Context: an optimization exercise on an open-source flow, tuned for small area. The choices shown serve that exercise and are no tape-out recipe.
In this exercise RTL edits were held to simulation tests only and were not proved equivalent to the original.
The clock port is modelled as an ideal driver, which makes a skipped or thinned clock tree look cheaper than it is; a real chip needs a root buffer or a tree.
No activity file was given, so power comes from the tool's default toggle rates.

==> flow/design.v <==
module i2c_bit_shift(
	Clk,
	ld,
	tick,
	pre,
	post
);
	input Clk;
	input ld;
	output tick;
	output pre;
	output post;
	reg [4:0] D;
	assign tick = (D == 5'b11111);
	assign pre = (D == 5'b01111);
	assign post = (D == 5'b11110);
	always @(posedge Clk)
		if (ld)
			D <= 5'b01111;
		else
			D <= {D[3:0], D[4] ^ D[2]};
endmodule
module i2c_control(
	Clk,
	Rst_n,
	wrreg_req,
	rdreg_req,
	addr,
	addr_mode,
	wrdata,
	rddata,
	device_id,
	RW_Done,
	ack,
	i2c_sclk,
	i2c_sdat_i,
	i2c_sdat_pull
);
	input Clk;
	input Rst_n;
	input wrreg_req;
	input rdreg_req;
	input [15:0]addr;
	input addr_mode;
	input [7:0]wrdata;
	output reg[7:0]rddata;
	input [7:0]device_id;
	output RW_Done;
	output reg ack;
	output i2c_sclk;
	input i2c_sdat_i;
	output reg i2c_sdat_pull;
	reg [2:0] b;
	reg rd;
	reg [3:0] s;
	reg [1:0] q;
	reg [7:0] sr;
	wire tick, pre, post;
	wire idle = (b[2] && b[1] && !b[0]);
	wire fin = (b[2] && !b[1] && b[0]);
	wire act = (!b[2]) || (!b[1] && !b[0]) || (b[1] && b[0]);
	wire start_ok = idle || (fin && tick);
	wire req = wrreg_req || rdreg_req;
	wire start = start_ok && req;
	wire dslot = s[3];
	wire gap = !s[3] && ((!s[2] && s[1]));
	wire gaph = !s[3] && ((s[1] && !s[0]));
	wire gapl = !s[3] && ((!s[2] && s[1] && s[0]));
	wire s_sta = !s[3] && ((s[2]));
	wire s_sto = !s[3] && ((!s[1] && s[0]));
	wire s_ack = !s[3] && ((!s[1] && !s[0]));
	wire isB0 = (b[2] && !b[1]);
	wire isB4 = (b[2] && b[1]);
	wire has_sta = (!b[2] && b[0] && rd) || (b[2] && !b[1]);
	wire has_sto = (b[2] && b[1]) || (b[0] && !rd);
	wire sel_dev = (b[2]) || (b[0] && rd);
	wire wr_last = (b[0] && !rd);
	wire dev_or1 = (!b[2]);
	wire capture = (b[2] && !b[1] && b[0] && rd);
	wire addr_hi = (!b[2] && !b[1] && !b[0] && !addr_mode) || (b[1] && addr_mode);
	wire addr_lo = (!b[2] && !b[1] && !b[0] && addr_mode) || (b[1] && !addr_mode);
	wire q0 = (!q[1] && !q[0]);
	wire q2 = (q[1] && !q[0]);
	wire q3 = (q[1] && q[0]);
	wire q_odd = (q[0]);
	wire q_hi = (q[1]);
	wire t = tick && !gap;             
	wire slot_end = t && q3;
	wire gap_end = tick && gap && !fin;    
	wire gap1 = gap && post;    
	wire gap2 = gap && pre;            
	assign RW_Done = fin && tick;
	assign i2c_sclk = q_hi || gaph || (isB0 && s_sta);
	i2c_bit_shift i2c_bit_shift(
		.Clk(Clk),
		.ld(start_ok || gap1),
		.tick(tick),
		.pre(pre),
		.post(post)
	);
	always @(posedge Clk or negedge Rst_n)
	if (!Rst_n) begin
		b <= 3'd6;
		s <= 4'd2;
		q <= 2'd0;
	end
	else begin
		if (start_ok)
			b <= req ? 3'd4 : 3'd6;
		else if (gap1)
			case (b)
				3'd4: b <= 3'd2;
				3'd2: b <= addr_mode ? 3'd0 : 3'd1;
				3'd0: b <= 3'd1;
				3'd1: b <= rd ? 3'd7 : 3'd5;
				default: b <= 3'd5;
			endcase
		if (t) begin
			q[1] <= (!q[1] && q[0]) || (q[1] && !q[0]);
			q[0] <= (!q[0]);
		end
		if (gap_end)
			s <= has_sta ? 4'd7 : 4'd8;
		else if (slot_end) begin
			if (dslot)
				s <= (s[2:0] == 3'd7) ? 4'd0 : {1'b1, s[2:0] + 3'd1};
			else if (s_ack)
				s <= has_sto ? 4'd1 : 4'd3;
			else if (s_sto)
				s <= 4'd2;
			else
				s <= 4'd8;
		end
	end
	always @(posedge Clk)
		if (start)
			rd <= !wrreg_req;
	wire ld_dev = gap2 && sel_dev;
	wire ld_hi  = gap2 && addr_hi;
	wire ld_lo  = gap2 && addr_lo;
	wire ld_wr  = gap2 && wr_last;
	wire shift  = t && q2 && (dslot || (s_ack && !isB4));
	wire hold   = !gap2 && !shift;
	wire sh_in  = (dslot && !isB4) ? sr[7] : i2c_sdat_i;
	wire [7:0] dev = device_id | {7'd0, dev_or1};
	always @(posedge Clk)
		sr <= ({8{ld_dev}} & dev) | ({8{ld_hi}} & addr[15:8]) | ({8{ld_lo}} & addr[7:0]) |
		      ({8{ld_wr}} & wrdata) | ({8{shift}} & {sr[6:0], sh_in}) | ({8{hold}} & sr);
	always @(posedge Clk or negedge Rst_n)
	if (!Rst_n) begin
		i2c_sdat_pull <= 1'b0;
		ack <= 1'b0;
		rddata <= 8'd0;
	end
	else begin
		if (gapl && post)
			i2c_sdat_pull <= !sr[1];
		else if (t && q0 && dslot)
			i2c_sdat_pull <= !sr[7] && !isB4;
		else if (t && !q_odd && !dslot)
			i2c_sdat_pull <= q_hi ? s_sta : s_sto;
		if (start_ok)
			ack <= 1'b0;
		else if (gap1 && !isB4)
			ack <= ack | sr[0];
		if (capture && pre)
			rddata <= sr;
	end
endmodule
clock: 10.0 ns
lec_check: 0
abc_area: 1
cap_margin: 0
core_margin: 2
core_utilization: 45
gpl_timing_driven: 0
slew_margin: 0
standard.sh (not shown) runs the stock make flow with config.mk's settings and CLKGATE_MAP_FILE= SYNTH_SCRIPT=/design/flow/synth_recipe.tcl, a recipe that flattens the netlist after the stock synthesis.
==> flow/flow/run.sh <==
#!/bin/bash
# Own layout flow: the standard flow (standard.sh), with these changes:
#  - the port buffers are buf_1 cells;
#  - the clock tree is three clkbuf_4 cells driven by the clock port, each
#    driving a third of the registers, grouped by position
#    (flow/manual_cts.tcl, in place of clock_tree_synthesis in the CTS step;
#    the rest of the step, with its legalisation and timing repair, is
#    unchanged);
set -euo pipefail
here=$PWD
rm -rf scripts_local
cp -r "$FLOW_HOME/scripts" scripts_local
cp flow/abc_area.script scripts_local/abc_area.script
sed -i "s|^log_cmd clock_tree_synthesis {\*}\$cts_args|source $here/flow/manual_cts.tcl|" scripts_local/cts.tcl
grep -q "manual_cts.tcl" scripts_local/cts.tcl
export SCRIPTS_DIR=$here/scripts_local
export BUFFER_PORTS_ARGS="-buffer_cell sky130_fd_sc_hd__buf_1"
export MCTS_CELL=sky130_fd_sc_hd__clkbuf_4
export MCTS_GROUPS=3
bash standard.sh ADDER_MAP_FILE= finish > standard_flow.log 2>&1
==> flow/flow/manual_cts.tcl <==
# Clock tree made by hand: the clock port drives MCTS_GROUPS clock buffers
# of cell MCTS_CELL (both set in run.sh), each placed at the centre of a
# group of registers and driving that group. The groups split the
# registers by position (alternately by x and by y), into equal sizes.
set mcts_cell $::env(MCTS_CELL)
set mcts_groups $::env(MCTS_GROUPS)
set block [ord::get_db_block]
set clk_net [$block findNet Clk]
set sinks {}
foreach it [$clk_net getITerms] {
  set bb [[$it getInst] getBBox]
  lappend sinks [list $it [expr {([$bb xMin] + [$bb xMax]) / 2}] [expr {([$bb yMin] + [$bb yMax]) / 2}]]
}
proc mcts_split { sinks n axis } {
  if { $n <= 1 } { return [list $sinks] }
  set idx [expr { $axis == 0 ? 1 : 2 }]
  set sorted [lsort -integer -index $idx $sinks]
  set n1 [expr { $n / 2 }]
  set k [expr { ([llength $sorted] * $n1) / $n }]
  set a [lrange $sorted 0 [expr { $k - 1 }]]
  set b [lrange $sorted $k end]
  return [concat [mcts_split $a $n1 [expr {1 - $axis}]] [mcts_split $b [expr { $n - $n1 }] [expr {1 - $axis}]]]
}
set master [[ord::get_db] findMaster $mcts_cell]
set gi 0
foreach group [mcts_split $sinks $mcts_groups 0] {
  set sx 0; set sy 0
  foreach s $group { set sx [expr { $sx + [lindex $s 1] }]; set sy [expr { $sy + [lindex $s 2] }] }
  set x [expr { $sx / [llength $group] }]
  set y [expr { $sy / [llength $group] }]
  set inst [odb::dbInst_create $block $master "clkbuf_m_$gi"]
  set net [odb::dbNet_create $block "clknet_m_$gi"]
  $net setSigType CLOCK
  foreach s $group { set it [lindex $s 0]; $it disconnect; $it connect $net }
  [$inst findITerm A] connect $clk_net
  [$inst findITerm X] connect $net
  $inst setLocation $x $y
  $inst setPlacementStatus PLACED
  puts "manual CTS: $mcts_cell clkbuf_m_$gi drives [llength $group] registers"
  incr gi
}
Other scripts of this flow, unchanged in this note and not shown: flow/flow/abc_area.script
==> next run, changes <==
==> flow/flow/run.sh (replaced) <==
#!/bin/bash
# Own layout flow: the standard flow (standard.sh), with these changes:
#  - the port buffers are buf_1 cells;
#  - the clock tree is two clkbuf_8 cells driven by the clock port, each
#    driving half of the registers (flow/manual_cts.tcl, in place of
#    clock_tree_synthesis in the CTS step; the rest of the step, with its
#    legalisation and timing repair, is unchanged).
# make's output goes to standard_flow.log; ORFS keeps each step's log
# under orfs/logs.
set -euo pipefail
here=$PWD
rm -rf scripts_local
cp -r "$FLOW_HOME/scripts" scripts_local
cp flow/abc_area.script scripts_local/abc_area.script
sed -i "s|^log_cmd clock_tree_synthesis {\*}\$cts_args|source $here/flow/manual_cts.tcl|" scripts_local/cts.tcl
grep -q "manual_cts.tcl" scripts_local/cts.tcl
export SCRIPTS_DIR=$here/scripts_local
export BUFFER_PORTS_ARGS="-buffer_cell sky130_fd_sc_hd__buf_1"
export MCTS_CELL=sky130_fd_sc_hd__clkbuf_8
export MCTS_GROUPS=2
bash standard.sh ADDER_MAP_FILE= finish > standard_flow.log 2>&1
--- a/flow/flow/manual_cts.tcl
+++ b/flow/flow/manual_cts.tcl
@@ -1,5 +1,5 @@
-# Clock tree made by hand: the clock port drives MCTS_GROUPS clock buffers
-# of cell MCTS_CELL (both set in run.sh), each placed at the centre of a
-# group of registers and driving that group. The groups split the
-# registers by position (alternately by x and by y), into equal sizes.
+# Clock tree made by hand: the clock port drives $ncts clock buffers
+# ($::env(MCTS_CELL)), each placed at the centre of a group of registers
+# and driving that group. Groups come from splitting the registers by
+# position (k-d split on x, then y).
 set mcts_cell $::env(MCTS_CELL)
Settings changed: GPL_TIMING_DRIVEN 0 to unset.
- The new run passed the timing, DRC and antenna checks
- utilization rose by 0.37 points
- routed wire length increases by 3.1%
- worst setup slack gains 40 ps
- final cell count is unchanged
- global-route usage rises by 0.39 points
- synthesized area does not change
- cell area is higher by about 0.7%
==> next run, changes <==
==> flow/flow/run.sh (replaced) <==
#!/bin/bash
# Own layout flow: the standard flow (standard.sh), with these changes:
#  - the port buffers are buf_1 cells;
#  - the clock tree is three clkbuf_4 cells driven by the clock port, each
#    driving a third of the registers, grouped by position
#    (flow/manual_cts.tcl, in place of clock_tree_synthesis in the CTS step;
#    the rest of the step, with its legalisation and timing repair, is
#    unchanged);
set -euo pipefail
here=$PWD
rm -rf scripts_local
cp -r "$FLOW_HOME/scripts" scripts_local
cp flow/abc_area.script scripts_local/abc_area.script
sed -i "s|^log_cmd clock_tree_synthesis {\*}\$cts_args|source $here/flow/manual_cts.tcl|" scripts_local/cts.tcl
grep -q "manual_cts.tcl" scripts_local/cts.tcl
export SCRIPTS_DIR=$here/scripts_local
export BUFFER_PORTS_ARGS="-buffer_cell sky130_fd_sc_hd__buf_1"
export MCTS_CELL=sky130_fd_sc_hd__clkbuf_4
export MCTS_GROUPS=3
bash standard.sh ADDER_MAP_FILE= finish > standard_flow.log 2>&1
Settings changed: GPL_TIMING_DRIVEN set to 0.
Result: The new run completed without violations. Synthesized area does not change. Maximum frequency decreases by 1.2%. Final area fell by 0.68%. Flip-flop and latch count stays the same. Wire length falls by 3.0%. Clock skew is about the same. Worst setup slack loses 40 ps. Register-to-register slack gets worse by 30 ps. Final cell count does not change.
==> next run, changes <==
==> flow/flow/run.sh (replaced) <==
#!/bin/bash
# Own layout flow: the standard flow (standard.sh), with these changes:
#  - the port buffers are buf_1 cells;
#  - the clock tree is two clkbuf_8 cells driven by the clock port, each
#    driving half of the registers (flow/manual_cts.tcl, in place of
#    clock_tree_synthesis in the CTS step; the rest of the step, with its
#    legalisation and timing repair, is unchanged).
# make's output goes to standard_flow.log; ORFS keeps each step's log
# under orfs/logs.
set -euo pipefail
here=$PWD
rm -rf scripts_local
cp -r "$FLOW_HOME/scripts" scripts_local
cp flow/abc_area.script scripts_local/abc_area.script
sed -i "s|^log_cmd clock_tree_synthesis {\*}\$cts_args|source $here/flow/manual_cts.tcl|" scripts_local/cts.tcl
grep -q "manual_cts.tcl" scripts_local/cts.tcl
export SCRIPTS_DIR=$here/scripts_local
export BUFFER_PORTS_ARGS="-buffer_cell sky130_fd_sc_hd__buf_1"
export MCTS_CELL=sky130_fd_sc_hd__clkbuf_8
export MCTS_GROUPS=2
bash standard.sh ADDER_MAP_FILE= finish > standard_flow.log 2>&1
Settings changed: CAP_MARGIN 0 to 20, GPL_TIMING_DRIVEN 0 to unset, SLEW_MARGIN 0 to 20.
Combinational power came out higher by a few percent.
Wire length goes up by a few percent.
Sequential cell count stays the same.
Synthesized area is unchanged.
Setup slack improved by 40 ps.
Total power grows by a few percent.
Die area stays the same.
==> next run, changes <==
Settings changed: CAP_MARGIN 20 to 0, GPL_TIMING_DRIVEN set to 0, SLEW_MARGIN 20 to 0.
The changed run went through all stages and came out clean.
Flip-flop and latch count does not change.
Power climbs slightly.
Via count barely changes.
Setup slack degrades by 29 ps.
Final area drops slightly.
Core utilization drops by 0.26 points.
Clock power climbs slightly.
In every run of this note, the design's own scripts or RTL, not TritonCTS, make the clock network.

[re-timing with driven ports]
Ports are ideal in the flow. The routed layouts listed here were re-timed in OpenROAD.
Step 1 sets driving cells, clkbuf_16 on the clock port and buf_2 on the other inputs (assumed; they add their load-dependent delay and slew).
Step 2, shift: input delay + t, output delay - t, t = (earliest + latest rising clock arrival at the registers) / 2. This alone moves slack from input paths to output paths.
Three values: ideal, step 1, step 2; two values: the first two.
run | shift t [ns] | slack for setup (ns) | hold WS [ns] | worst slew at a driven data input, ns
the first run | 0.201 | 6.578 / 6.543 / 6.721 | 0.488 / 0.488 / 0.488 | 0.04
the second run | 0.189 | 6.618 / 6.582 / 6.771 | 0.493 / 0.493 / 0.493 | 0.04
the third run | 0.201 | 6.578 / 6.543 / 6.721 | 0.488 / 0.488 / 0.488 | 0.04
the fourth run | 0.188 | 6.618 / 6.583 / 6.771 | 0.493 / 0.493 / 0.493 | 0.04
the fifth run | 0.193 | 6.589 / 6.551 / 6.719 | 0.490 / 0.490 / 0.490 | 0.04
After both steps setup and hold are still met in every run listed.
